What follows belongs to an exercise in optimizing a design on an open flow for small area, a short achievable clock period and few clock cycles per item; a production flow would make more cautious choices.
Function was checked by simulation only, so behaviour that the tests miss may differ from the original.
The flow treats the clock pin as an ideal source. Dropping or thinning the clock tree relies on that and would not hold on a real chip.
Power figures rest on the tool's default switching activity, not on a simulated workload.

<file path="flow/design.v">
`timescale 1ns / 1ps
module mult;
endmodule
`timescale 1ns / 1ps
module cbrt (
	input [7 : 0] b,
	output [2 : 0] g
);
    assign g = (b >= 8'd217) ? 3'd7 :
               (b >= 8'd216) ? 3'd6 :
               (b >= 8'd125) ? 3'd5 :
               (b >= 8'd64)  ? 3'd4 :
               (b >= 8'd27)  ? 3'd3 :
               (b >= 8'd8)   ? 3'd2 :
               (b != 8'd0)   ? 3'd1 : 3'd0;
endmodule
`timescale 1ns / 1ps
module main(
	input rst_i,
	input clk_i,
	input [7 : 0] a_in,
	input [7 : 0] b_in,
	output busy_out,
	output [15 : 0] y_out
);
    wire [2:0] g;
    cbrt cbrt1(.b(b_in), .g(g));
    wire [9:0] t = {2'b00, a_in} + {1'b0, a_in, 1'b0};     
    wire [4:0] s = {1'b0, t[3:0]} + {1'b0, g, 1'b0};        
    reg [5:0] q;
    reg e;
    reg [3:0] lo;
    always @(posedge clk_i)
        if (rst_i) begin
            q <= t[9:4];
            e <= s[4];
            lo <= s[3:0];
        end
    assign busy_out = 1'b0;
    assign y_out = {6'd0, q + {5'd0, e}, lo};
endmodule
</file>
<file path="flow/constraint.sdc">
create_clock -name core_clock -period 5.0 [get_ports {clk_i}]
set_input_delay 1.0000 -clock core_clock [delete_from_list [all_inputs] [get_ports {clk_i}]]
set_output_delay 1.0000 -clock core_clock [all_outputs]
set_load 0.01 [all_outputs]
</file>
<file path="flow/config.mk">
export PLATFORM = sky130hd
export DESIGN_NAME = main
export DESIGN_NICKNAME = main
export VERILOG_FILES = /design/flow/design.v
export SDC_FILE = /design/flow/constraint.sdc
export NUM_CORES = 4
export LEC_CHECK = 0
export CAP_MARGIN = 20
export CORE_AREA = 2.5 2.5 59.5 59.5
export DIE_AREA = 0 0 62 62
export SLEW_MARGIN = 20
</file>
<file path="flow/flow/run.sh">
#!/bin/bash
# Own flow: the standard layout (standard.sh) with these changes:
#  - the port buffers are the smallest buffer (buf_1);
#  - the one tie cell of the netlist drives all constant outputs
#    (SKIP_REPAIR_TIE_FANOUT);
#  - CTS (CTS_ARGS) adds no dummy load, and after it the root clock buffer
#    drives all flip-flops, with the leaf buffers under it removed
#    (flow/one_clkbuf.tcl), so every register's clock arrives alike.
# make's output goes to standard.log, each ORFS step's log to orfs/logs/.
set -euo pipefail
here=$(pwd)
bash standard.sh "SYNTH_NETLIST_FILES=$here/flow/netlist.v" \
  "BUFFER_PORTS_ARGS=-buffer_cell sky130_fd_sc_hd__buf_1" \
  SKIP_REPAIR_TIE_FANOUT=1 "POST_CTS_TCL=$here/flow/one_clkbuf.tcl" \
  "CTS_ARGS=-sink_clustering_enable -sink_clustering_size 50 -sink_clustering_max_diameter 500 -repair_clock_nets -dont_use_dummy_load -root_buf sky130_fd_sc_hd__clkbuf_4 -buf_list sky130_fd_sc_hd__clkbuf_4" finish > standard.log 2>&1
</file>
<file path="flow/flow/one_clkbuf.tcl">
# POST_CTS_TCL: drive every flip-flop from the root clock buffer that CTS made,
# and remove the leaf buffers below it (a two-level tree for 11 sinks). All
# registers stay on one buffer, so their clock arrival stays the same.
set block [ord::get_db_block]
set root ""
set leaves {}
foreach inst [$block getInsts] {
  set m [[$inst getMaster] getName]
  if {![string match "sky130_fd_sc_hd__clkbuf_*" $m]} { continue }
  set a [$inst findITerm A]
  set anet [$a getNet]
  if {$anet ne "NULL" && [$anet getName] eq "clk_i"} { set root $inst } else { lappend leaves $inst }
}
if {$root eq ""} { error "one_clkbuf.tcl: no root clock buffer on clk_i" }
set rootnet [[$root findITerm X] getNet]
foreach leaf $leaves {
  set a [$leaf findITerm A]
  if {[$a getNet] ne $rootnet} { continue }
  set onet [[$leaf findITerm X] getNet]
  foreach it [$onet getITerms] {
    if {[$it getInst] eq $leaf} { continue }
    $it disconnect
    $it connect $rootnet
  }
  puts "one_clkbuf.tcl: removed [$leaf getName], its sinks now on [$rootnet getName]"
  $a disconnect
  odb::dbInst_destroy $leaf
  odb::dbNet_destroy $onet
}
estimate_parasitics -placement
report_checks -path_delay min_max -format end -group_path_count 3
</file>
<file path="flow/flow/netlist.v">
module main(rst_i, clk_i, a_in, b_in, busy_out, y_out);
  input rst_i;
  wire rst_i;
  input clk_i;
  wire clk_i;
  input [7:0] a_in;
  wire [7:0] a_in;
  input [7:0] b_in;
  wire [7:0] b_in;
  output busy_out;
  wire busy_out;
  output [15:0] y_out;
  wire [15:0] y_out;
  wire cb__00_;
  wire cb__01_;
  wire cb__02_;
  wire cb__03_;
  wire cb__04_;
  wire cb__05_;
  wire cb__06_;
  wire cb__07_;
  wire cb__08_;
  wire cb__09_;
  wire cb__10_;
  wire cb__11_;
  wire cb__12_;
  wire cb__13_;
  wire cb__14_;
  wire cb__15_;
  wire e;
  wire g0;
  wire g1;
  wire g2;
  wire n10_nand2;
  wire n11_nor2;
  wire n12_o21ai;
  wire n1_xor2;
  wire n2_xor2;
  wire n3_nand2;
  wire n4_xnor2;
  wire n5_and2;
  wire n6_o21a;
  wire n7_a21oi;
  wire n8_xor2;
  wire n9_xnor2;
  wire o10_nor2;
  wire o12_nand2;
  wire o13_nor2;
  wire o2_nand2;
  wire o4_nand3;
  wire o6_nand4;
  wire o8_nand4;
  wire o9_inv;
  wire q0;
  wire q1;
  wire q2;
  wire q3;
  wire q4;
  wire q5;
  wire qd0;
  wire qd1;
  wire qd2;
  wire qd3;
  wire qd4;
  wire qd5;
  wire t3__00_;
  wire t3__01_;
  wire t3__02_;
  wire t3__03_;
  wire t3__04_;
  wire t3__05_;
  wire t3__06_;
  wire t3__07_;
  wire t3__08_;
  wire t3__09_;
  wire t3__10_;
  wire t3__11_;
  wire t3__12_;
  wire t3__13_;
  wire t3__14_;
  wire t3__15_;
  wire t3__16_;
  wire t3__17_;
  wire t3__18_;
  wire t3__19_;
  wire tr1;
  wire tr2;
  wire tr3;
  wire const0;
  sky130_fd_sc_hd__and2_2 u0 (.A(b_in[3]), .B(b_in[4]), .X(cb__00_));
  sky130_fd_sc_hd__clkinv_1 u1 (.A(b_in[2]), .Y(cb__01_));
  sky130_fd_sc_hd__nand2_1 u2 (.A(b_in[1]), .B(b_in[0]), .Y(cb__02_));
  sky130_fd_sc_hd__nand2_1 u3 (.A(cb__02_), .B(cb__01_), .Y(cb__03_));
  sky130_fd_sc_hd__a21oi_1 u4 (.A1(cb__03_), .A2(cb__00_), .B1(b_in[7]), .Y(cb__04_));
  sky130_fd_sc_hd__a21o_2 u5 (.A1(b_in[3]), .A2(b_in[4]), .B1(b_in[5]), .X(cb__05_));
  sky130_fd_sc_hd__nor2_1 u6 (.A(b_in[1]), .B(b_in[0]), .Y(cb__06_));
  sky130_fd_sc_hd__nand2_1 u7 (.A(b_in[2]), .B(b_in[5]), .Y(cb__07_));
  sky130_fd_sc_hd__o211a_1 u8 (.A1(cb__07_), .A2(cb__06_), .B1(b_in[6]), .C1(cb__05_), .X(cb__08_));
  sky130_fd_sc_hd__nand2_1 u9 (.A(cb__06_), .B(cb__01_), .Y(cb__09_));
  sky130_fd_sc_hd__nor2_1 u10 (.A(b_in[6]), .B(b_in[7]), .Y(cb__10_));
  sky130_fd_sc_hd__o31ai_1 u11 (.A1(b_in[3]), .A2(b_in[5]), .A3(b_in[4]), .B1(cb__10_), .Y(cb__11_));
  sky130_fd_sc_hd__a21oi_1 u12 (.A1(cb__11_), .A2(cb__09_), .B1(b_in[5]), .Y(cb__12_));
  sky130_fd_sc_hd__clkinv_1 u13 (.A(b_in[6]), .Y(cb__13_));
  sky130_fd_sc_hd__nor2_1 u14 (.A(b_in[7]), .B(cb__13_), .Y(cb__14_));
  sky130_fd_sc_hd__o22ai_1 u15 (.A1(cb__04_), .A2(cb__08_), .B1(cb__14_), .B2(cb__12_), .Y(g0));
  sky130_fd_sc_hd__nand3_1 u16 (.A(cb__05_), .B(b_in[6]), .C(b_in[7]), .Y(cb__15_));
  sky130_fd_sc_hd__nand2_1 u17 (.A(cb__15_), .B(cb__11_), .Y(g1));
  sky130_fd_sc_hd__clkinv_1 u18 (.A(cb__10_), .Y(g2));
  sky130_fd_sc_hd__clkinv_1 u19 (.A(a_in[7]), .Y(t3__00_));
  sky130_fd_sc_hd__clkinv_1 u20 (.A(a_in[5]), .Y(t3__01_));
  sky130_fd_sc_hd__clkinv_1 u21 (.A(a_in[3]), .Y(t3__02_));
  sky130_fd_sc_hd__a21oi_1 u22 (.A1(a_in[1]), .A2(a_in[0]), .B1(a_in[2]), .Y(t3__03_));
  sky130_fd_sc_hd__nor2_1 u23 (.A(t3__02_), .B(t3__03_), .Y(t3__04_));
  sky130_fd_sc_hd__nor2_1 u24 (.A(a_in[4]), .B(t3__04_), .Y(t3__05_));
  sky130_fd_sc_hd__nor2_1 u25 (.A(t3__01_), .B(t3__05_), .Y(t3__06_));
  sky130_fd_sc_hd__nor2_1 u26 (.A(a_in[6]), .B(t3__06_), .Y(t3__07_));
  sky130_fd_sc_hd__nor2_1 u27 (.A(t3__00_), .B(t3__07_), .Y(qd5));
  sky130_fd_sc_hd__xor2_1 u28 (.A(a_in[1]), .B(a_in[0]), .X(tr1));
  sky130_fd_sc_hd__nand2_1 u29 (.A(a_in[2]), .B(a_in[1]), .Y(t3__08_));
  sky130_fd_sc_hd__nand2_1 u30 (.A(t3__08_), .B(t3__02_), .Y(t3__09_));
  sky130_fd_sc_hd__nand2_1 u31 (.A(t3__09_), .B(a_in[4]), .Y(t3__10_));
  sky130_fd_sc_hd__nand2_1 u32 (.A(t3__10_), .B(t3__01_), .Y(t3__11_));
  sky130_fd_sc_hd__a21oi_1 u33 (.A1(t3__11_), .A2(a_in[6]), .B1(a_in[7]), .Y(t3__12_));
  sky130_fd_sc_hd__nor2_1 u34 (.A(t3__12_), .B(qd5), .Y(qd4));
  sky130_fd_sc_hd__a21oi_1 u35 (.A1(a_in[6]), .A2(t3__11_), .B1(t3__07_), .Y(t3__13_));
  sky130_fd_sc_hd__xor2_1 u36 (.A(a_in[7]), .B(t3__13_), .X(qd3));
  sky130_fd_sc_hd__o21ai_0 u37 (.A1(t3__01_), .A2(t3__05_), .B1(t3__11_), .Y(t3__14_));
  sky130_fd_sc_hd__xnor2_1 u38 (.A(a_in[6]), .B(t3__14_), .Y(qd2));
  sky130_fd_sc_hd__o21ai_0 u39 (.A1(a_in[4]), .A2(t3__04_), .B1(t3__10_), .Y(t3__15_));
  sky130_fd_sc_hd__xor2_1 u40 (.A(t3__01_), .B(t3__15_), .X(qd1));
  sky130_fd_sc_hd__o21ai_0 u41 (.A1(t3__02_), .A2(t3__03_), .B1(t3__09_), .Y(t3__16_));
  sky130_fd_sc_hd__xnor2_1 u42 (.A(a_in[4]), .B(t3__16_), .Y(qd0));
  sky130_fd_sc_hd__a21oi_1 u43 (.A1(a_in[2]), .A2(a_in[1]), .B1(t3__03_), .Y(t3__17_));
  sky130_fd_sc_hd__xor2_1 u44 (.A(a_in[3]), .B(t3__17_), .X(tr3));
  sky130_fd_sc_hd__clkinv_1 u45 (.A(a_in[1]), .Y(t3__18_));
  sky130_fd_sc_hd__nor2_1 u46 (.A(a_in[0]), .B(t3__18_), .Y(t3__19_));
  sky130_fd_sc_hd__xor2_1 u47 (.A(a_in[2]), .B(t3__19_), .X(tr2));
  sky130_fd_sc_hd__xor2_1 u48 (.A(tr1), .B(g0), .X(n1_xor2));
  sky130_fd_sc_hd__xor2_1 u49 (.A(tr2), .B(g1), .X(n2_xor2));
  sky130_fd_sc_hd__nand2_1 u50 (.A(tr1), .B(g0), .Y(n3_nand2));
  sky130_fd_sc_hd__xnor2_1 u51 (.A(n2_xor2), .B(n3_nand2), .Y(n4_xnor2));
  sky130_fd_sc_hd__and2_0 u52 (.A(tr2), .B(g1), .X(n5_and2));
  sky130_fd_sc_hd__o21a_1 u53 (.A1(tr2), .A2(g1), .B1(tr1), .X(n6_o21a));
  sky130_fd_sc_hd__a21oi_1 u54 (.A1(n6_o21a), .A2(g0), .B1(n5_and2), .Y(n7_a21oi));
  sky130_fd_sc_hd__xor2_1 u55 (.A(tr3), .B(g2), .X(n8_xor2));
  sky130_fd_sc_hd__xnor2_1 u56 (.A(n8_xor2), .B(n7_a21oi), .Y(n9_xnor2));
  sky130_fd_sc_hd__nand2_1 u57 (.A(tr3), .B(g2), .Y(n10_nand2));
  sky130_fd_sc_hd__nor2_1 u58 (.A(tr3), .B(g2), .Y(n11_nor2));
  sky130_fd_sc_hd__o21ai_1 u59 (.A1(n11_nor2), .A2(n7_a21oi), .B1(n10_nand2), .Y(n12_o21ai));
  sky130_fd_sc_hd__xor2_1 u60 (.A(q0), .B(e), .X(y_out[4]));
  sky130_fd_sc_hd__nand2_1 u61 (.A(q0), .B(e), .Y(o2_nand2));
  sky130_fd_sc_hd__xnor2_1 u62 (.A(q1), .B(o2_nand2), .Y(y_out[5]));
  sky130_fd_sc_hd__nand3_1 u63 (.A(q0), .B(q1), .C(e), .Y(o4_nand3));
  sky130_fd_sc_hd__xnor2_1 u64 (.A(q2), .B(o4_nand3), .Y(y_out[6]));
  sky130_fd_sc_hd__nand4_1 u65 (.A(q0), .B(q1), .C(q2), .D(e), .Y(o6_nand4));
  sky130_fd_sc_hd__xnor2_1 u66 (.A(q3), .B(o6_nand4), .Y(y_out[7]));
  sky130_fd_sc_hd__nand4_1 u67 (.A(q0), .B(q1), .C(q2), .D(q3), .Y(o8_nand4));
  sky130_fd_sc_hd__inv_1 u68 (.A(e), .Y(o9_inv));
  sky130_fd_sc_hd__nor2_1 u69 (.A(o8_nand4), .B(o9_inv), .Y(o10_nor2));
  sky130_fd_sc_hd__xor2_1 u70 (.A(q4), .B(o10_nor2), .X(y_out[8]));
  sky130_fd_sc_hd__nand2_1 u71 (.A(q4), .B(e), .Y(o12_nand2));
  sky130_fd_sc_hd__nor2_1 u72 (.A(o8_nand4), .B(o12_nand2), .Y(o13_nor2));
  sky130_fd_sc_hd__xor2_1 u73 (.A(q5), .B(o13_nor2), .X(y_out[9]));
  sky130_fd_sc_hd__edfxtp_1 \lo[0]$_DFFE_PP_  (.CLK(clk_i), .D(a_in[0]), .DE(rst_i), .Q(y_out[0]));
  sky130_fd_sc_hd__edfxtp_1 \lo[1]$_DFFE_PP_  (.CLK(clk_i), .D(n1_xor2), .DE(rst_i), .Q(y_out[1]));
  sky130_fd_sc_hd__edfxtp_1 \lo[2]$_DFFE_PP_  (.CLK(clk_i), .D(n4_xnor2), .DE(rst_i), .Q(y_out[2]));
  sky130_fd_sc_hd__edfxtp_1 \lo[3]$_DFFE_PP_  (.CLK(clk_i), .D(n9_xnor2), .DE(rst_i), .Q(y_out[3]));
  sky130_fd_sc_hd__edfxtp_1 \e$_DFFE_PP_  (.CLK(clk_i), .D(n12_o21ai), .DE(rst_i), .Q(e));
  sky130_fd_sc_hd__edfxtp_1 \q[0]$_DFFE_PP_  (.CLK(clk_i), .D(qd0), .DE(rst_i), .Q(q0));
  sky130_fd_sc_hd__edfxtp_1 \q[1]$_DFFE_PP_  (.CLK(clk_i), .D(qd1), .DE(rst_i), .Q(q1));
  sky130_fd_sc_hd__edfxtp_1 \q[2]$_DFFE_PP_  (.CLK(clk_i), .D(qd2), .DE(rst_i), .Q(q2));
  sky130_fd_sc_hd__edfxtp_1 \q[3]$_DFFE_PP_  (.CLK(clk_i), .D(qd3), .DE(rst_i), .Q(q3));
  sky130_fd_sc_hd__edfxtp_1 \q[4]$_DFFE_PP_  (.CLK(clk_i), .D(qd4), .DE(rst_i), .Q(q4));
  sky130_fd_sc_hd__edfxtp_1 \q[5]$_DFFE_PP_  (.CLK(clk_i), .D(qd5), .DE(rst_i), .Q(q5));
  sky130_fd_sc_hd__conb_1 tie0 (.LO(const0));
  sky130_fd_sc_hd__buf_4 cbuf10 (.A(const0), .X(y_out[10]));
  sky130_fd_sc_hd__buf_4 cbuf11 (.A(const0), .X(y_out[11]));
  sky130_fd_sc_hd__buf_4 cbuf12 (.A(const0), .X(y_out[12]));
  sky130_fd_sc_hd__buf_4 cbuf13 (.A(const0), .X(y_out[13]));
  sky130_fd_sc_hd__buf_4 cbuf14 (.A(const0), .X(y_out[14]));
  sky130_fd_sc_hd__buf_4 cbuf15 (.A(const0), .X(y_out[15]));
  sky130_fd_sc_hd__buf_4 cbufb (.A(const0), .X(busy_out));
endmodule
</file>
<file path="flow/standard.sh">
#!/bin/bash
# synth_recipe.tcl (not shown) runs the flow's synth.tcl, then flattens the netlist and writes it again
# the make line also repeats each setting of config.mk as NAME=value (left out here)
make -C /OpenROAD-flow-scripts/flow DESIGN_CONFIG=/design/flow/config.mk WORK_HOME=/design/flow/orfs CLKGATE_MAP_FILE= SYNTH_SCRIPT=/design/flow/synth_recipe.tcl "${@:-finish}"
</file>
==> results of run 1 <==
cells in the final DEF (no fill, tap or decap):
cell and instances:
clkbuf_4 1, o31ai_1 1, inv_1 1, nand2_1 13
xnor2_1 7, nor2_1 13, nand3_1 2, clkinv_1 7
a21o_2 1, conb_1 1, o211a_1 1, o21a_1 1
o22ai_1 1, edfxtp_1 11, buf_1 27, o21ai_1 1
and2_2 1, xor2_1 11, and2_0 1, nand4_1 2
o21ai_0 3, a21oi_1 7
report_power, final:
group / internal, mW / total (mW) / switching [mW]
Combinational: 0.0304 / 0.0751 / 0.0447
Clock: 0.00959 / 0.0275 / 0.0180
Sequential: 0.118 / 0.126 / 0.00803
layer usage:
| layer | track usage | routed length, um |
|---|---|---|
| met1 | 0.0817 | 564 |
| met2 | 0.156 | 631 |
| met3 | 0.0104 | 105 |
| met4 | 0.0426 | 27 |
| met5 | 0 | 0 |
layout make-up:
cell class	count	area (um^2)
clock buffer	1	7.51
inverter	8	30.0
sequential	11	330
timing repair buffer	27	101
multi-input combinational	67	390
tap	44	55.1
fill	336	2160
through the flow:
| step | power, mW | cell area [um^2] |
|---|---|---|
| finish | 0.229 | 915 |
| floorplan | 0.182 | 803 |
| detailed placement | 0.204 | 907 |
| global placement | 0.202 | 907 |
| global route | 0.245 | 915 |
sequential cells by signal, summed over array words and instances (netlist names):
| name | count |
|---|---|
| lo | 4 |
| e | 1 |
| q | 6 |
worst max-delay path, cell delays in order:
cell,delay [ns]
buf_1,0.11
o31ai_1,0.31
a21oi_1,0.12
o22ai_1,0.26
a21oi_1,0.16
xnor2_1,0.15
worst max path at each step:
stage | depth (start not counted) | start | end | slack (ns)
finish | 6 | b_in[5] | lo[3] | 2.80
global route | 4 | q[0] | y_out[8] | 2.69
detailed placement | 6 | b_in[5] | lo[3] | 2.62
global placement | 6 | b_in[5] | lo[3] | 2.70
floorplan | 5 | b_in[3] | lo[3] | 2.92
==> metrics.yaml, run 1 <==
power_and_ir_drop:
  p_leak_nw: 0.332
  power.density_nw_per_um2: 250
  ir_drop_v: 0.0000705
hold_path:
  hold_end: "lo[0]"
  hp-class: "in -> reg"
  whs_path_depth: 1
  min-delay-start: "a_in[0]"
worst_setup_path:
  critPathLaunchType: "primary input"
  cp.required_ns: 4.91
  crit_arrival_ns: 2.11
  crit_type: "in -> reg"
  cp-end-kind: "register"
  path_max_fanout: 4
job:
  maxCapViolCount: 0
routing:
  vias: 628
  wirelength_um: 1330
  avgRoutedWirePerCell_um: 8.41
  drtAntennaViolNets: 0
  dr.pass1.iters: 4
  drc_errors: 0
  via_per_inst: 3.97
  drtIter0Drc: 30
timing:
  finalHoldViolations: 0
  max_freq_mhz: 455
  setup_tns_ns: 0
  rsz0062_at_grt: "false"
  holdWs_ns: 1.14
  maxSlewHeadroom: 0.652
  fin_ws_ns: 2.80
  setup_viol: 0
  slew_violations: 0
  worst_slew_pin_slew_ns: 0.522
  layout_min_cycle_time_ns: 2.20
  min_period_over_period: 0.439
place:
  hpwl_um: 1170
  dp_cells: 157
  numPortBuffers: 27
  preCtsSetupSlack_ns: 2.62
  gp_congestion: 0.701
finish:
  syn_to_final_growth_pct: 13.9
  antenna_cells: 0
  drive_above_1_share: 0.0263
  stdcell_count: 158
  post-route-util: 0.297
  finalNetCount: 134
clock_network:
  clkTransAtPathRegs_ns: 0.09
  cts.sinks: 11
die:
  io_pins: 35
  die_h_um: 62
  start_util: 0.261
  die_w_um: 62
  rows: 20
  die_area_um2: 3840
  coreArea_um2: 3080
yosys:
  syn_inst: 93
  syn_nets: 111
  netlist_area_um2: 803
  syn_area_per_cell_um2: 8.64
  yosys_warnings: 0
global_route:
  grt-ovfl-total: 0
  grt_pass1_vias: 584
  antenna_found_initial: 0
  track_usage: 0.0804
  grt_start_max_net_pins: 12
  grt_pass1_wl_um: 2150
run_status:
  status: "finished clean"
Testbench counts, summed over its fixed seeds: cycles 2,400, items 2,400.
==> inputs of run 2 (changes only) <==
--- a/flow/config.mk
+++ b/flow/config.mk
@@ -10,2 +10,3 @@
 export DIE_AREA = 0 0 62 62
+export PLACE_DENSITY = 0.9
 export SLEW_MARGIN = 20
==> run 2 against run 1 <==
Compared with the run above: die area unchanged; synthesized area unchanged; setup slack better by 0.031 ns; hold slack worse by 0.0012 ns; clock power up 2%; non-clock buffer count unchanged; cell count unchanged; critical path depth down 2; count of clock-buffer cells in the layout unchanged; first-iteration DRC count down 27%; still clean on timing, DRC and antenna; sequential cell count unchanged.
==> metrics.yaml, run 2 <==
finish:
  largest_reg_flops: 6  # unchanged
  fill_cells: 338  # was 336
  finalNetCount: 134  # unchanged
  final_area_um2: 915  # unchanged
  largest_register: "q"  # unchanged
  drive_above_1_share: 0.0263  # unchanged
  antenna_cells: 0  # unchanged
  syn_to_final_growth_pct: 13.9  # unchanged
  biggestRegsByFlops: "q: 6 flops, lo: 4 flops, e: 1 flops"  # unchanged
  final_common_cell: "buf_1"  # unchanged
  mostFrequentLayoutCells: "27 x buf_1, 13 x nor2_1, 13 x nand2_1, 11 x edfxtp_1, 11 x xor2_1"  # unchanged
die:
  io_pins: 35  # unchanged
  die_h_um: 62  # unchanged
  die_w_um: 62  # unchanged
  rows: 20  # unchanged
  start_util: 0.261  # unchanged
  coreArea_um2: 3080  # unchanged
  die_area_um2: 3840  # unchanged
hold_path:
  hp-class: "in -> reg"  # unchanged
  min-delay-start: "a_in[0]"  # unchanged
place:
  placed_cell_area_um2: 907  # unchanged
  numPortBuffers: 27  # unchanged
  hpwl_um: 1170  # about the same
  gp_congestion: 0.725  # was 0.701
worst_setup_path:
  critPathLaunchType: "register"  # was primary input
  crit_start: "q[0]"  # was b_in[5]
  crit_type: "reg -> out"  # was in -> reg
  cp-end-kind: "output pin"  # was register
  path_max_fanout: 5  # was 4
  cp.required_ns: 4.00  # was 4.91 ns
  crit_arrival_ns: 1.17  # was 2.11 ns
routing:
  drtAntennaViolNets: 0  # unchanged
  wirelength_um: 1280  # was 1330 um
  avgRoutedWirePerCell_um: 8.12  # was 8.41 um
  drtIter0Drc: 22  # was 30
  drc_errors: 0  # unchanged
  dr.pass1.iters: 5  # was 4
  vias: 619  # was 628
  via_per_inst: 3.92  # was 3.97
timing:
  finalHoldViolations: 0  # unchanged
  min_period_over_period: 0.433  # was 0.439
  layout_min_cycle_time_ns: 2.17  # was 2.20 ns
  setup_viol: 0  # unchanged
  max_freq_mhz: 462  # was 455 MHz
  setup_tns_ns: 0  # unchanged
  worst_slew_pin_slew_ns: 0.541  # was 0.522 ns
  rsz0062_at_grt: "false"  # unchanged
  maxSlewHeadroom: 0.640  # was 0.652
  slew_violations: 0  # unchanged
power_and_ir_drop:
  p_leak_nw: 0.332  # unchanged
  ir_drop_v: 0.0000579  # was 0.0000705 V
  power.density_nw_per_um2: 251  # was 250 nW/um^2
clock_network:
  clkTransAtPathRegs_ns: 0.10  # was 0.09 ns
  cts.sinks: 11  # unchanged
yosys:
  netlist_area_um2: 803  # unchanged
  syn_area_per_cell_um2: 8.64  # unchanged
  yosys_warnings: 0  # unchanged
  syn_inst: 93  # unchanged
  syn_nets: 111  # unchanged
job:
  maxCapViolCount: 0  # unchanged
global_route:
  antenna_found_initial: 0  # unchanged
  grt_start_max_net_pins: 12  # unchanged
  grt_pass1_wl_um: 2030  # was 2150 um
  grt_pass1_vias: 554  # was 584
  track_usage: 0.0752  # was 0.0804
  grt-ovfl-total: 0  # unchanged
run_status:
  status: "finished clean"  # unchanged
==> run 2: cell counts in the layout (fill, tap and decap cells not counted) <==
No cell type changed its count.
==> run 2: area by class of cell <==
| class | count | area (um^2) | area share |
|---|---|---|---|
| repair buffers | 27 | 101 | 0.111 |
| flip-flops and latches | 11 | 330 | 0.361 |
| well taps | 44 | 55.1 | 0.0602 |
| multi-input cells | 67 | 390 | 0.427 |
| inverters | 8 | 30.0 | 0.0328 |
| clock buffers | 1 | 7.51 | 0.00821 |
==> run 2: path summary, 6_finish.rpt <==
kind	end	slack [ns]	cells past startpoint
max	y_out[9]	2.83	4
min	lo[0]	1.14	1
==> run 2: per-stage QoR <==
step / power, mW / hold WS (ns) / cells / utilization / worst slack [ns]
floorplan: 0.182 / 1.10 / 93 / - / 2.92
global placement: 0.202 / 1.32 / 157 / 0.295 / 2.70
detailed placement: 0.205 / 1.33 / 157 / 0.295 / 2.67
global route: 0.249 / 1.13 / 158 / 0.297 / 2.66
finish: 0.229 / 1.14 / 158 / 0.297 / 2.83
==> run 2: routing by layer <==
metal | wire length (um) | GRT usage | vias up
met1 | 491 | 0.0815 | 261
met3 | 125 | 0.0104 | 0
met4 | 0 | 0.0213 | 0
li1 | - | - | 344
met2 | 666 | 0.149 | 14
met5 | 0 | 0 | -
==> run 2: power by group <==
group	leakage, nW	internal (mW)	switching [mW]
clock	0.00460	0.00959	0.0184
sequential	0.108	0.118	0.00796
combinational	0.219	0.0304	0.0447
total	0.332	0.158	0.0710
==> run 2: critical path, stage by stage (launching register included) <==
cell	delay, ns
edfxtp_1	0.43
nand4_1	0.12
nor2_1	0.14
xor2_1	0.15
buf_1	0.16
==> inputs of run 3 (changes only) <==
==> flow/flow/netlist.v (replaced) <==
module main(rst_i, clk_i, a_in, b_in, busy_out, y_out);
  input rst_i;
  wire rst_i;
  input clk_i;
  wire clk_i;
  input [7:0] a_in;
  wire [7:0] a_in;
  input [7:0] b_in;
  wire [7:0] b_in;
  output busy_out;
  wire busy_out;
  output [15:0] y_out;
  wire [15:0] y_out;
  wire cb__00_;
  wire cb__01_;
  wire cb__02_;
  wire cb__03_;
  wire cb__04_;
  wire cb__05_;
  wire cb__06_;
  wire cb__07_;
  wire cb__08_;
  wire cb__09_;
  wire cb__10_;
  wire cb__11_;
  wire cb__12_;
  wire cb__13_;
  wire cb__14_;
  wire e;
  wire g0;
  wire g1;
  wire g2;
  wire n10_nand2;
  wire n11_nor2;
  wire n12_o21ai;
  wire n1_xor2;
  wire n2_xor2;
  wire n3_nand2;
  wire n4_xnor2;
  wire n5_and2;
  wire n6_o21a;
  wire n7_a21oi;
  wire n8_xor2;
  wire n9_xnor2;
  wire o10_nor2;
  wire o12_nand2;
  wire o13_nor2;
  wire o2_nand2;
  wire o4_nand3;
  wire o6_nand4;
  wire o8_nand4;
  wire o9_inv;
  wire q0;
  wire q1;
  wire q2;
  wire q3;
  wire q4;
  wire q5;
  wire qd0;
  wire qd1;
  wire qd2;
  wire qd3;
  wire qd4;
  wire qd5;
  wire t3__00_;
  wire t3__01_;
  wire t3__02_;
  wire t3__03_;
  wire t3__04_;
  wire t3__05_;
  wire t3__06_;
  wire t3__07_;
  wire t3__08_;
  wire t3__09_;
  wire t3__10_;
  wire t3__11_;
  wire t3__12_;
  wire t3__13_;
  wire t3__14_;
  wire t3__15_;
  wire t3__16_;
  wire t3__17_;
  wire t3__18_;
  wire t3__19_;
  wire tr1;
  wire tr2;
  wire tr3;
  wire const0;
  sky130_fd_sc_hd__clkinv_1 u0 (.A(b_in[7]), .Y(cb__00_));
  sky130_fd_sc_hd__o21ai_0 u1 (.A1(b_in[3]), .A2(b_in[4]), .B1(cb__00_), .Y(cb__01_));
  sky130_fd_sc_hd__clkinv_1 u2 (.A(b_in[2]), .Y(cb__02_));
  sky130_fd_sc_hd__clkinv_1 u3 (.A(b_in[1]), .Y(cb__03_));
  sky130_fd_sc_hd__clkinv_1 u4 (.A(b_in[0]), .Y(cb__04_));
  sky130_fd_sc_hd__nand3_1 u5 (.A(cb__02_), .B(cb__03_), .C(cb__04_), .Y(cb__05_));
  sky130_fd_sc_hd__a21oi_1 u6 (.A1(cb__05_), .A2(cb__01_), .B1(b_in[5]), .Y(cb__06_));
  sky130_fd_sc_hd__xor2_1 u7 (.A(b_in[6]), .B(b_in[7]), .X(cb__07_));
  sky130_fd_sc_hd__nand2_1 u8 (.A(b_in[3]), .B(b_in[4]), .Y(cb__08_));
  sky130_fd_sc_hd__a21oi_1 u9 (.A1(b_in[1]), .A2(b_in[0]), .B1(b_in[2]), .Y(cb__09_));
  sky130_fd_sc_hd__o21ai_0 u10 (.A1(cb__08_), .A2(cb__09_), .B1(cb__00_), .Y(cb__10_));
  sky130_fd_sc_hd__nor2_1 u11 (.A(b_in[1]), .B(b_in[0]), .Y(cb__11_));
  sky130_fd_sc_hd__nand2_1 u12 (.A(b_in[2]), .B(b_in[5]), .Y(cb__12_));
  sky130_fd_sc_hd__o2111ai_1 u13 (.A1(cb__12_), .A2(cb__11_), .B1(b_in[3]), .C1(b_in[6]), .D1(b_in[4]), .Y(cb__13_));
  sky130_fd_sc_hd__o2bb2ai_1 u14 (.A1_N(cb__10_), .A2_N(cb__13_), .B1(cb__07_), .B2(cb__06_), .Y(g0));
  sky130_fd_sc_hd__a21oi_1 u15 (.A1(b_in[3]), .A2(b_in[4]), .B1(b_in[5]), .Y(cb__14_));
  sky130_fd_sc_hd__a21oi_1 u16 (.A1(cb__01_), .A2(cb__14_), .B1(cb__07_), .Y(g1));
  sky130_fd_sc_hd__or2_2 u17 (.A(b_in[6]), .B(b_in[7]), .X(g2));
  sky130_fd_sc_hd__clkinv_1 u18 (.A(a_in[7]), .Y(t3__00_));
  sky130_fd_sc_hd__clkinv_1 u19 (.A(a_in[5]), .Y(t3__01_));
  sky130_fd_sc_hd__clkinv_1 u20 (.A(a_in[3]), .Y(t3__02_));
  sky130_fd_sc_hd__a21oi_1 u21 (.A1(a_in[1]), .A2(a_in[0]), .B1(a_in[2]), .Y(t3__03_));
  sky130_fd_sc_hd__nor2_1 u22 (.A(t3__02_), .B(t3__03_), .Y(t3__04_));
  sky130_fd_sc_hd__nor2_1 u23 (.A(a_in[4]), .B(t3__04_), .Y(t3__05_));
  sky130_fd_sc_hd__nor2_1 u24 (.A(t3__01_), .B(t3__05_), .Y(t3__06_));
  sky130_fd_sc_hd__nor2_1 u25 (.A(a_in[6]), .B(t3__06_), .Y(t3__07_));
  sky130_fd_sc_hd__nor2_1 u26 (.A(t3__00_), .B(t3__07_), .Y(qd5));
  sky130_fd_sc_hd__xor2_1 u27 (.A(a_in[1]), .B(a_in[0]), .X(tr1));
  sky130_fd_sc_hd__nand2_1 u28 (.A(a_in[2]), .B(a_in[1]), .Y(t3__08_));
  sky130_fd_sc_hd__nand2_1 u29 (.A(t3__08_), .B(t3__02_), .Y(t3__09_));
  sky130_fd_sc_hd__nand2_1 u30 (.A(t3__09_), .B(a_in[4]), .Y(t3__10_));
  sky130_fd_sc_hd__nand2_1 u31 (.A(t3__10_), .B(t3__01_), .Y(t3__11_));
  sky130_fd_sc_hd__a21oi_1 u32 (.A1(t3__11_), .A2(a_in[6]), .B1(a_in[7]), .Y(t3__12_));
  sky130_fd_sc_hd__nor2_1 u33 (.A(t3__12_), .B(qd5), .Y(qd4));
  sky130_fd_sc_hd__a21oi_1 u34 (.A1(a_in[6]), .A2(t3__11_), .B1(t3__07_), .Y(t3__13_));
  sky130_fd_sc_hd__xor2_1 u35 (.A(a_in[7]), .B(t3__13_), .X(qd3));
  sky130_fd_sc_hd__o21ai_0 u36 (.A1(t3__01_), .A2(t3__05_), .B1(t3__11_), .Y(t3__14_));
  sky130_fd_sc_hd__xnor2_1 u37 (.A(a_in[6]), .B(t3__14_), .Y(qd2));
  sky130_fd_sc_hd__o21ai_0 u38 (.A1(a_in[4]), .A2(t3__04_), .B1(t3__10_), .Y(t3__15_));
  sky130_fd_sc_hd__xor2_1 u39 (.A(t3__01_), .B(t3__15_), .X(qd1));
  sky130_fd_sc_hd__o21ai_0 u40 (.A1(t3__02_), .A2(t3__03_), .B1(t3__09_), .Y(t3__16_));
  sky130_fd_sc_hd__xnor2_1 u41 (.A(a_in[4]), .B(t3__16_), .Y(qd0));
  sky130_fd_sc_hd__a21oi_1 u42 (.A1(a_in[2]), .A2(a_in[1]), .B1(t3__03_), .Y(t3__17_));
  sky130_fd_sc_hd__xor2_1 u43 (.A(a_in[3]), .B(t3__17_), .X(tr3));
  sky130_fd_sc_hd__clkinv_1 u44 (.A(a_in[1]), .Y(t3__18_));
  sky130_fd_sc_hd__nor2_1 u45 (.A(a_in[0]), .B(t3__18_), .Y(t3__19_));
  sky130_fd_sc_hd__xor2_1 u46 (.A(a_in[2]), .B(t3__19_), .X(tr2));
  sky130_fd_sc_hd__xor2_1 u47 (.A(tr1), .B(g0), .X(n1_xor2));
  sky130_fd_sc_hd__xor2_1 u48 (.A(tr2), .B(g1), .X(n2_xor2));
  sky130_fd_sc_hd__nand2_1 u49 (.A(tr1), .B(g0), .Y(n3_nand2));
  sky130_fd_sc_hd__xnor2_1 u50 (.A(n2_xor2), .B(n3_nand2), .Y(n4_xnor2));
  sky130_fd_sc_hd__and2_0 u51 (.A(tr2), .B(g1), .X(n5_and2));
  sky130_fd_sc_hd__o21a_1 u52 (.A1(tr2), .A2(g1), .B1(tr1), .X(n6_o21a));
  sky130_fd_sc_hd__a21oi_1 u53 (.A1(n6_o21a), .A2(g0), .B1(n5_and2), .Y(n7_a21oi));
  sky130_fd_sc_hd__xor2_1 u54 (.A(tr3), .B(g2), .X(n8_xor2));
  sky130_fd_sc_hd__xnor2_1 u55 (.A(n8_xor2), .B(n7_a21oi), .Y(n9_xnor2));
  sky130_fd_sc_hd__nand2_1 u56 (.A(tr3), .B(g2), .Y(n10_nand2));
  sky130_fd_sc_hd__nor2_1 u57 (.A(tr3), .B(g2), .Y(n11_nor2));
  sky130_fd_sc_hd__o21ai_1 u58 (.A1(n11_nor2), .A2(n7_a21oi), .B1(n10_nand2), .Y(n12_o21ai));
  sky130_fd_sc_hd__xor2_1 u59 (.A(q0), .B(e), .X(y_out[4]));
  sky130_fd_sc_hd__nand2_1 u60 (.A(q0), .B(e), .Y(o2_nand2));
  sky130_fd_sc_hd__xnor2_1 u61 (.A(q1), .B(o2_nand2), .Y(y_out[5]));
  sky130_fd_sc_hd__nand3_1 u62 (.A(q0), .B(q1), .C(e), .Y(o4_nand3));
  sky130_fd_sc_hd__xnor2_1 u63 (.A(q2), .B(o4_nand3), .Y(y_out[6]));
  sky130_fd_sc_hd__nand4_1 u64 (.A(q0), .B(q1), .C(q2), .D(e), .Y(o6_nand4));
  sky130_fd_sc_hd__xnor2_1 u65 (.A(q3), .B(o6_nand4), .Y(y_out[7]));
  sky130_fd_sc_hd__nand4_1 u66 (.A(q0), .B(q1), .C(q2), .D(q3), .Y(o8_nand4));
  sky130_fd_sc_hd__inv_1 u67 (.A(e), .Y(o9_inv));
  sky130_fd_sc_hd__nor2_1 u68 (.A(o8_nand4), .B(o9_inv), .Y(o10_nor2));
  sky130_fd_sc_hd__xor2_1 u69 (.A(q4), .B(o10_nor2), .X(y_out[8]));
  sky130_fd_sc_hd__nand2_1 u70 (.A(q4), .B(e), .Y(o12_nand2));
  sky130_fd_sc_hd__nor2_1 u71 (.A(o8_nand4), .B(o12_nand2), .Y(o13_nor2));
  sky130_fd_sc_hd__xor2_1 u72 (.A(q5), .B(o13_nor2), .X(y_out[9]));
  sky130_fd_sc_hd__edfxtp_1 \lo[0]$_DFFE_PP_  (.CLK(clk_i), .D(a_in[0]), .DE(rst_i), .Q(y_out[0]));
  sky130_fd_sc_hd__edfxtp_1 \lo[1]$_DFFE_PP_  (.CLK(clk_i), .D(n1_xor2), .DE(rst_i), .Q(y_out[1]));
  sky130_fd_sc_hd__edfxtp_1 \lo[2]$_DFFE_PP_  (.CLK(clk_i), .D(n4_xnor2), .DE(rst_i), .Q(y_out[2]));
  sky130_fd_sc_hd__edfxtp_1 \lo[3]$_DFFE_PP_  (.CLK(clk_i), .D(n9_xnor2), .DE(rst_i), .Q(y_out[3]));
  sky130_fd_sc_hd__edfxtp_1 \e$_DFFE_PP_  (.CLK(clk_i), .D(n12_o21ai), .DE(rst_i), .Q(e));
  sky130_fd_sc_hd__edfxtp_1 \q[0]$_DFFE_PP_  (.CLK(clk_i), .D(qd0), .DE(rst_i), .Q(q0));
  sky130_fd_sc_hd__edfxtp_1 \q[1]$_DFFE_PP_  (.CLK(clk_i), .D(qd1), .DE(rst_i), .Q(q1));
  sky130_fd_sc_hd__edfxtp_1 \q[2]$_DFFE_PP_  (.CLK(clk_i), .D(qd2), .DE(rst_i), .Q(q2));
  sky130_fd_sc_hd__edfxtp_1 \q[3]$_DFFE_PP_  (.CLK(clk_i), .D(qd3), .DE(rst_i), .Q(q3));
  sky130_fd_sc_hd__edfxtp_1 \q[4]$_DFFE_PP_  (.CLK(clk_i), .D(qd4), .DE(rst_i), .Q(q4));
  sky130_fd_sc_hd__edfxtp_1 \q[5]$_DFFE_PP_  (.CLK(clk_i), .D(qd5), .DE(rst_i), .Q(q5));
  sky130_fd_sc_hd__conb_1 tie0 (.LO(const0));
  sky130_fd_sc_hd__buf_4 cbuf10 (.A(const0), .X(y_out[10]));
  sky130_fd_sc_hd__buf_4 cbuf11 (.A(const0), .X(y_out[11]));
  sky130_fd_sc_hd__buf_4 cbuf12 (.A(const0), .X(y_out[12]));
  sky130_fd_sc_hd__buf_4 cbuf13 (.A(const0), .X(y_out[13]));
  sky130_fd_sc_hd__buf_4 cbuf14 (.A(const0), .X(y_out[14]));
  sky130_fd_sc_hd__buf_4 cbuf15 (.A(const0), .X(y_out[15]));
  sky130_fd_sc_hd__buf_4 cbufb (.A(const0), .X(busy_out));
endmodule
==> run 3 against run 2 <==
Compared with the run above: sequential cell count stayed put; cell count is 0.63% lower; sequential power hardly changed; combinational power is 2% higher; synthesized cell count is 1.1% lower; sequential share of layout area is 0.099 points higher; critical path depth stayed put; setup slack worse by 0.036 ns; critical path type unchanged.
==> metrics.yaml, run 3 <==
hold_path:
  min-delay-start: "a_in[0]"  # unchanged
  hp-class: "in -> reg"  # unchanged
finish:
  syn_to_final_growth_pct: 13.9  # about the same
  mostFrequentLayoutCells: "27 x buf_1, 12 x xor2_1, 11 x edfxtp_1, 11 x nor2_1, 10 x nand2_1"  # was 27 x buf_1, 13 x nor2_1, 13 x nand2_1, 11 x edfxtp_1, 11 x xor2_1
  final_common_cell: "buf_1"  # unchanged
  final_area_um2: 912  # was 915 um^2
  biggestRegsByFlops: "q: 6 flops, lo: 4 flops, e: 1 flops"  # unchanged
  post-route-util: 0.296  # was 0.297
  largest_register: "q"  # unchanged
  fill_cells: 345  # was 338
  drive_above_1_share: 0.0177  # was 0.0263
  finalNetCount: 133  # was 134
  antenna_cells: 0  # unchanged
  stdcell_count: 157  # was 158
  largest_reg_flops: 6  # unchanged
routing:
  wirelength_um: 1250  # was 1280 um
  via_per_inst: 3.97  # was 3.92
  vias: 623  # was 619
  avgRoutedWirePerCell_um: 7.95  # was 8.12 um
  drtAntennaViolNets: 0  # unchanged
  dr.pass1.iters: 4  # was 5
  drtIter0Drc: 33  # was 22
  drc_errors: 0  # unchanged
worst_setup_path:
  crit_start: "q[0]"  # unchanged
  cp.required_ns: 4.00  # about the same
  crit_arrival_ns: 1.20  # was 1.17 ns
  cp-end-kind: "output pin"  # unchanged
  path_max_fanout: 5  # unchanged
  crit_type: "reg -> out"  # unchanged
  critPathLaunchType: "register"  # unchanged
power_and_ir_drop:
  p_total_uw: 231  # was 229 uW
  ir_drop_v: 0.0000904  # was 0.0000579 V
  p_leak_nw: 0.315  # was 0.332 nW
  power.density_nw_per_um2: 253  # was 251 nW/um^2
die:
  start_util: 0.260  # was 0.261
  die_h_um: 62  # unchanged
  die_w_um: 62  # unchanged
  coreArea_um2: 3080  # unchanged
  io_pins: 35  # unchanged
  rows: 20  # unchanged
  die_area_um2: 3840  # unchanged
timing:
  layout_min_cycle_time_ns: 2.20  # was 2.17 ns
  worst_slew_pin_slew_ns: 0.541  # about the same
  finalHoldViolations: 0  # unchanged
  setup_tns_ns: 0  # unchanged
  slew_violations: 0  # unchanged
  rsz0062_at_grt: "false"  # unchanged
  maxSlewHeadroom: 0.639  # was 0.640
  setup_viol: 0  # unchanged
  max_freq_mhz: 454  # was 462 MHz
  holdWs_ns: 1.15  # was 1.14 ns
  min_period_over_period: 0.440  # was 0.433
  fin_ws_ns: 2.80  # was 2.83 ns
global_route:
  grt_pass1_wl_um: 1860  # was 2030 um
  track_usage: 0.0698  # was 0.0752
  grt-ovfl-total: 0  # unchanged
  antenna_found_initial: 0  # unchanged
  grt_pass1_vias: 479  # was 554
  grt_start_max_net_pins: 12  # unchanged
yosys:
  syn_nets: 110  # was 111
  syn_inst: 92  # was 93
  yosys_warnings: 0  # unchanged
  netlist_area_um2: 801  # was 803 um^2
  syn_area_per_cell_um2: 8.70  # was 8.64 um^2
clock_network:
  clkTransAtPathRegs_ns: 0.09  # was 0.10 ns
  cts.sinks: 11  # unchanged
place:
  dp_cells: 156  # was 157
  preCtsSetupSlack_ns: 2.70  # was 2.67 ns
  numPortBuffers: 27  # unchanged
  gp_congestion: 0.674  # was 0.725
  placed_cell_area_um2: 905  # was 907 um^2
  hpwl_um: 1090  # was 1170 um
run_status:
  status: "finished clean"  # unchanged
job:
  maxCapViolCount: 0  # unchanged
## run 3: changes by cell type in the layout (fill, tap and decap cells not counted), sizes merged, moves of 2 or more
cell   delta
a21oi     +2
nand2     -3
nor2      -2
o21ai     +2
## run 3: power breakdown
part | switching, mW | total (mW) | internal, mW
Clock | 0.0181 | 0.0277 | 0.00959
Sequential | 0.00792 | 0.127 | 0.119
Combinational | 0.0455 | 0.0763 | 0.0308
Total | 0.0716 | 0.231 | 0.159
## run 3: path summary, 6_finish.rpt
check                 endpoint  cells after the start
worst min-delay path     lo[0]                      1
worst max-delay path  y_out[8]                      4
## run 3: layout make-up
class                      count  area (um^2)  share of cell area
clock buffer                   1         7.51             0.00823
inverter                       9         33.8              0.0370
timing repair buffer          27          101               0.111
sequential                    11          330               0.362
multi-input combinational     65          384               0.421
tap                           44         55.1              0.0604
## run 3: per-layer routing
| layer | part of all wire | routed length, um | global-route usage | vias to the layer above |
|---|---|---|---|---|
| met3 | 0.092 | 115 | 0.0124 | 2 |
| met4 | 0.024 | 30 | 0.0395 | 0 |
| met5 | 0 | 0 | 0 | - |
| li1 | - | - | - | 341 |
| met2 | 0.47 | 584 | 0.122 | 16 |
| met1 | 0.42 | 518 | 0.0794 | 264 |
## run 3: critical path: stages (launching register included)
cell and delay, ns:
edfxtp_1 0.43, nand4_1 0.14, nor2_1 0.15, xor2_1 0.15
buf_1 0.17
==> inputs of run 4 (changes only) <==
--- a/flow/config.mk
+++ b/flow/config.mk
@@ -10,3 +10,3 @@
 export DIE_AREA = 0 0 62 62
-export PLACE_DENSITY = 0.9
+export PLACE_DENSITY = 0.95
 export SLEW_MARGIN = 20
==> run 4 against run 3 <==
Compared with the run above: wire length increased by 7.7%; largest power group unchanged; synthesized cell count unchanged; sequential share of layout area unchanged; global-route usage up 0.76 points; hold slack got worse by 0.0021 ns; critical endpoint is now y_out[9]; cell area unchanged; still clean on timing, DRC and antenna; synthesized area stayed put; sequential cell count did not move; clock power is 7% higher; utilization unchanged.
==> metrics.yaml, run 4 <==
timing:
  setup_tns_ns: 0  # unchanged
  layout_min_cycle_time_ns: 2.20  # about the same
  setup_viol: 0  # unchanged
  fin_ws_ns: 2.80  # about the same
  slew_violations: 0  # unchanged
  maxSlewHeadroom: 0.622  # was 0.639
  min_period_over_period: 0.440  # about the same
  worst_slew_pin_slew_ns: 0.568  # was 0.541 ns
  rsz0062_at_grt: "false"  # unchanged
  max_freq_mhz: 454  # about the same
  finalHoldViolations: 0  # unchanged
worst_setup_path:
  crit_cells: 4  # unchanged
  worst_path_dominant_cell_family: "flip-flops"  # unchanged
  cpMaxStageDelayCell: "edfxtp_1"  # unchanged
  path_cells: "nand4_1 -> nor2_1 -> xor2_1 -> buf_1"  # unchanged
  crit_type: "reg -> out"  # unchanged
  crit_buf_inv: 1  # unchanged
  crit_arrival_ns: 1.20  # about the same
  critPathLaunchType: "register"  # unchanged
  cp.required_ns: 4.00  # about the same
  path_max_fanout: 5  # unchanged
  slowest_delay_ns: 0.43  # about the same
  cp-end-kind: "output pin"  # unchanged
finish:
  antenna_cells: 0  # unchanged
  stdcell_count: 157  # unchanged
  largest_register: "q"  # unchanged
  biggestRegsByFlops: "q: 6 flops, lo: 4 flops, e: 1 flops"  # unchanged
  final_common_cell: "buf_1"  # unchanged
  syn_to_final_growth_pct: 13.9  # unchanged
  mostFrequentLayoutCells: "27 x buf_1, 12 x xor2_1, 11 x edfxtp_1, 11 x nor2_1, 10 x nand2_1"  # unchanged
  largest_reg_flops: 6  # unchanged
  drive_above_1_share: 0.0177  # unchanged
  post-route-util: 0.296  # unchanged
  finalNetCount: 133  # unchanged
routing:
  via_per_inst: 4.01  # was 3.97
  drc_errors: 0  # unchanged
  drtAntennaViolNets: 0  # unchanged
  drtIter0Drc: 22  # was 33
  wirelength_um: 1340  # was 1250 um
  dr.pass1.iters: 6  # was 4
  vias: 629  # was 623
  avgRoutedWirePerCell_um: 8.56  # was 7.95 um
yosys:
  syn_inst: 92  # unchanged
  netlist_area_um2: 801  # unchanged
  yosys_warnings: 0  # unchanged
  syn_area_per_cell_um2: 8.70  # unchanged
  syn_nets: 110  # unchanged
clock_network:
  clkTransAtPathRegs_ns: 0.10  # was 0.09 ns
  cts.sinks: 11  # unchanged
hold_path:
  whs_path_depth: 1  # unchanged
  hp-class: "in -> reg"  # unchanged
place:
  dp_cells: 156  # unchanged
  preCtsSetupSlack_ns: 2.68  # was 2.70 ns
  hpwl_um: 1200  # was 1090 um
  gp_congestion: 0.673  # was 0.674
  numPortBuffers: 27  # unchanged
power_and_ir_drop:
  p_leak_nw: 0.315  # unchanged
  p_total_uw: 234  # was 231 uW
  power.density_nw_per_um2: 256  # was 253 nW/um^2
  ir_drop_v: 0.0000760  # was 0.0000904 V
die:
  coreArea_um2: 3080  # unchanged
  die_w_um: 62  # unchanged
  die_h_um: 62  # unchanged
  io_pins: 35  # unchanged
  rows: 20  # unchanged
  start_util: 0.260  # unchanged
  die_area_um2: 3840  # unchanged
global_route:
  antenna_found_initial: 0  # unchanged
  grt_start_max_net_pins: 12  # unchanged
  track_usage: 0.0774  # was 0.0698
  grt-ovfl-total: 0  # unchanged
  grt_pass1_wl_um: 2080  # was 1860 um
  grt_pass1_vias: 548  # was 479
job:
  maxCapViolCount: 0  # unchanged
run_status:
  status: "finished clean"  # unchanged
[run 4: cell counts in the layout (fill, tap and decap cells not counted)]
Identical to the previous run, type by type.
[run 4: path summary, 6_finish.rpt]
path / from / to
worst max-delay path: q[0] / y_out[9]
worst min-delay path: a_in[0] / lo[0]
[run 4: metrics by stage]
step                      instance area [um^2]  hold slack, ns
after floorplan                            801            1.10
after global placement                     905            1.33
final                                      912            1.15
after global routing                       912            1.15
after detailed placement                   905            1.33
[run 4: final cells by class]
type                            instances  area, um^2
Clock buffer                            1        7.51
Tap cell                               44        55.1
Fill cell                             350        2170
Timing Repair Buffer                   27         101
Sequential cell                        11         330
Multi-Input combinational cell         65         384
Inverter                                9        33.8
[run 4: metal layers]
metal  part of all wire  global-route usage
met4                  0              0.0213
met2               0.53               0.147
met3              0.079              0.0124
met1               0.39              0.0879
met5                  0                   0
[run 4: power breakdown]
| part | switching, mW | internal, mW |
|---|---|---|
| combinational | 0.0467 | 0.0308 |
| sequential | 0.00805 | 0.119 |
| clock | 0.0200 | 0.00961 |
==> inputs of run 5 (changes only) <==
--- a/flow/config.mk
+++ b/flow/config.mk
@@ -10,3 +10,2 @@
 export DIE_AREA = 0 0 62 62
-export PLACE_DENSITY = 0.95
 export SLEW_MARGIN = 20
==> run 5 against run 4 <==
Compared with the run above: cell count unchanged; wire length down 6.4%; maximum frequency up 1.5%; setup slack better by 0.033 ns; clock power down about 10%; sequential cell count unchanged; via count down 3.0%; critical path depth unchanged; sequential share of layout area unchanged.
==> metrics.yaml, run 5 <==
clock_network:
  clkTransAtPathRegs_ns: 0.09  # was 0.10 ns
  cts.sinks: 11  # unchanged
place:
  dp_cells: 156  # unchanged
  preCtsSetupSlack_ns: 2.67  # was 2.68 ns
  numPortBuffers: 27  # unchanged
  placed_cell_area_um2: 905  # unchanged
  gp_congestion: 0.739  # was 0.673
  hpwl_um: 1140  # was 1200 um
finish:
  mostFrequentLayoutCells: "27 x buf_1, 12 x xor2_1, 11 x edfxtp_1, 11 x nor2_1, 10 x nand2_1"  # unchanged
  biggestRegsByFlops: "q: 6 flops, lo: 4 flops, e: 1 flops"  # unchanged
  stdcell_count: 157  # unchanged
  final_area_um2: 912  # unchanged
  post-route-util: 0.296  # unchanged
  finalNetCount: 133  # unchanged
  largest_reg_flops: 6  # unchanged
  largest_register: "q"  # unchanged
  syn_to_final_growth_pct: 13.9  # unchanged
  antenna_cells: 0  # unchanged
  final_common_cell: "buf_1"  # unchanged
  drive_above_1_share: 0.0177  # unchanged
timing:
  max_freq_mhz: 461  # was 454 MHz
  slew_violations: 0  # unchanged
  setup_viol: 0  # unchanged
  min_period_over_period: 0.433  # was 0.440
  finalHoldViolations: 0  # unchanged
  setup_tns_ns: 0  # unchanged
  worst_slew_pin_slew_ns: 0.503  # was 0.568 ns
  holdWs_ns: 1.15  # about the same
  layout_min_cycle_time_ns: 2.17  # was 2.20 ns
  fin_ws_ns: 2.83  # was 2.80 ns
  maxSlewHeadroom: 0.664  # was 0.622
  rsz0062_at_grt: "false"  # unchanged
power_and_ir_drop:
  sw_frac_of_total: 0.307  # was 0.319
  p_leak_nw: 0.315  # unchanged
  ir_drop_v: 0.0000482  # was 0.0000760 V
  p_int_uw: 159  # about the same
  seqPwrFrac: 0.552  # was 0.542
  power.density_nw_per_um2: 252  # was 256 nW/um^2
  p_comb_frac: 0.332  # was 0.331
  p_sw_uw: 70.6  # was 74.7 uW
  p_total_uw: 230  # was 234 uW
  clockPowerShare: 0.115  # was 0.127
worst_setup_path:
  crit_arrival_ns: 1.17  # was 1.20 ns
  cp-endpoint: "y_out[8]"  # was y_out[9]
  critPathLaunchType: "register"  # unchanged
  path_max_fanout: 5  # unchanged
  cp.required_ns: 4.00  # about the same
  cp-end-kind: "output pin"  # unchanged
  crit_start: "q[0]"  # unchanged
  crit_type: "reg -> out"  # unchanged
die:
  io_pins: 35  # unchanged
  rows: 20  # unchanged
  die_w_um: 62  # unchanged
  coreArea_um2: 3080  # unchanged
  die_h_um: 62  # unchanged
  start_util: 0.260  # unchanged
  die_area_um2: 3840  # unchanged
routing:
  dr.pass1.iters: 6  # unchanged
  drc_errors: 0  # unchanged
  via_per_inst: 3.89  # was 4.01
  drtIter0Drc: 36  # was 22
  vias: 610  # was 629
  wirelength_um: 1260  # was 1340 um
  avgRoutedWirePerCell_um: 8.01  # was 8.56 um
  drtAntennaViolNets: 0  # unchanged
yosys:
  yosys_warnings: 0  # unchanged
  syn_nets: 110  # unchanged
  syn_inst: 92  # unchanged
  syn_area_per_cell_um2: 8.70  # unchanged
  netlist_area_um2: 801  # unchanged
global_route:
  grt-ovfl-total: 0  # unchanged
  grt_pass1_vias: 579  # was 548
  antenna_found_initial: 0  # unchanged
  grt_pass1_wl_um: 2240  # was 2080 um
  grt_start_max_net_pins: 12  # unchanged
  track_usage: 0.0754  # was 0.0774
hold_path:
  hp-class: "in -> reg"  # unchanged
job:
  maxCapViolCount: 0  # unchanged
run_status:
  status: "finished clean"  # unchanged
run 5: cell type report:
class	instances	area (um^2)
inverters	9	33.8
multi-input cells	65	384
repair buffers	27	101
clock buffers	1	7.51
fillers	346	2170
well taps	44	55.1
flip-flops and latches	11	330
run 5: layer usage:
layer,GRT usage,part of all wire
met1,0.0973,0.44
met2,0.135,0.49
met3,0.00828,0.067
met4,0.0152,0
met5,0,0
run 5: power by group through the flow:
| stage | logic, mW | registers, mW | clock network, mW |
|---|---|---|---|
| 2_1_floorplan | 0.0521 | 0.131 | 0 |
| 3_3_place_gp | 0.0749 | 0.130 | 0 |
| 3_5_place_dp | 0.0771 | 0.129 | 0 |
| 5_1_grt | 0.0872 | 0.129 | 0.0292 |
| 6_report | 0.0763 | 0.127 | 0.0265 |
run 5: worst min-delay path by stage:
stage | start | endpoint | slack (ns) | cells after the start
global route | a_in[0] | lo[0] | 1.16 | 1
floorplan | a_in[0] | lo[0] | 1.10 | 0
finish | a_in[0] | lo[0] | 1.15 | 1
global placement | a_in[0] | lo[0] | 1.33 | 1
detailed placement | a_in[0] | lo[0] | 1.33 | 1
run 5: worst max-delay path: stages, from the launching register on:
cell,delay [ns]
edfxtp_1,0.42
nand4_1,0.13
nor2_1,0.15
xor2_1,0.15
buf_1,0.16

==> separate check: timing with driven ports <==
In the flow no input, the clock included, has a driving cell. The finished layouts below were timed again as built, in two steps. Step 1: set_driving_cell puts a clkbuf_16 on clk_i and a buf_2 on each other input, an assumption about the parent block. Step 2, shift: input delay + t, output delay - t, t = (earliest + latest rising clock arrival at the registers) / 2. This alone moves slack from input paths to output paths. Three values: ideal, step 1, step 2; two values: the first two.
| run | t (ns) | setup WS [ns] | slew at the worst register clock pin (ns) |
|---|---|---|---|
| run 1 | 0.174 | 2.804 / 2.799 / 2.628 | 0.09 / 0.09 |
| run 2 | 0.173 | 2.835 / 2.819 / 2.681 | 0.10 / 0.10 |
| run 3 | 0.179 | 2.799 / 2.776 / 2.686 | 0.09 / 0.09 |
| run 4 | 0.178 | 2.800 / 2.783 / 2.693 | 0.10 / 0.10 |
| run 5 | 0.168 | 2.833 / 2.817 / 2.663 | 0.09 / 0.09 |
After both steps every run listed still meets setup and hold. For run 1, which loses most, drivers alone change the setup slack by -0.005 ns; drivers and shift together by -0.176 ns.
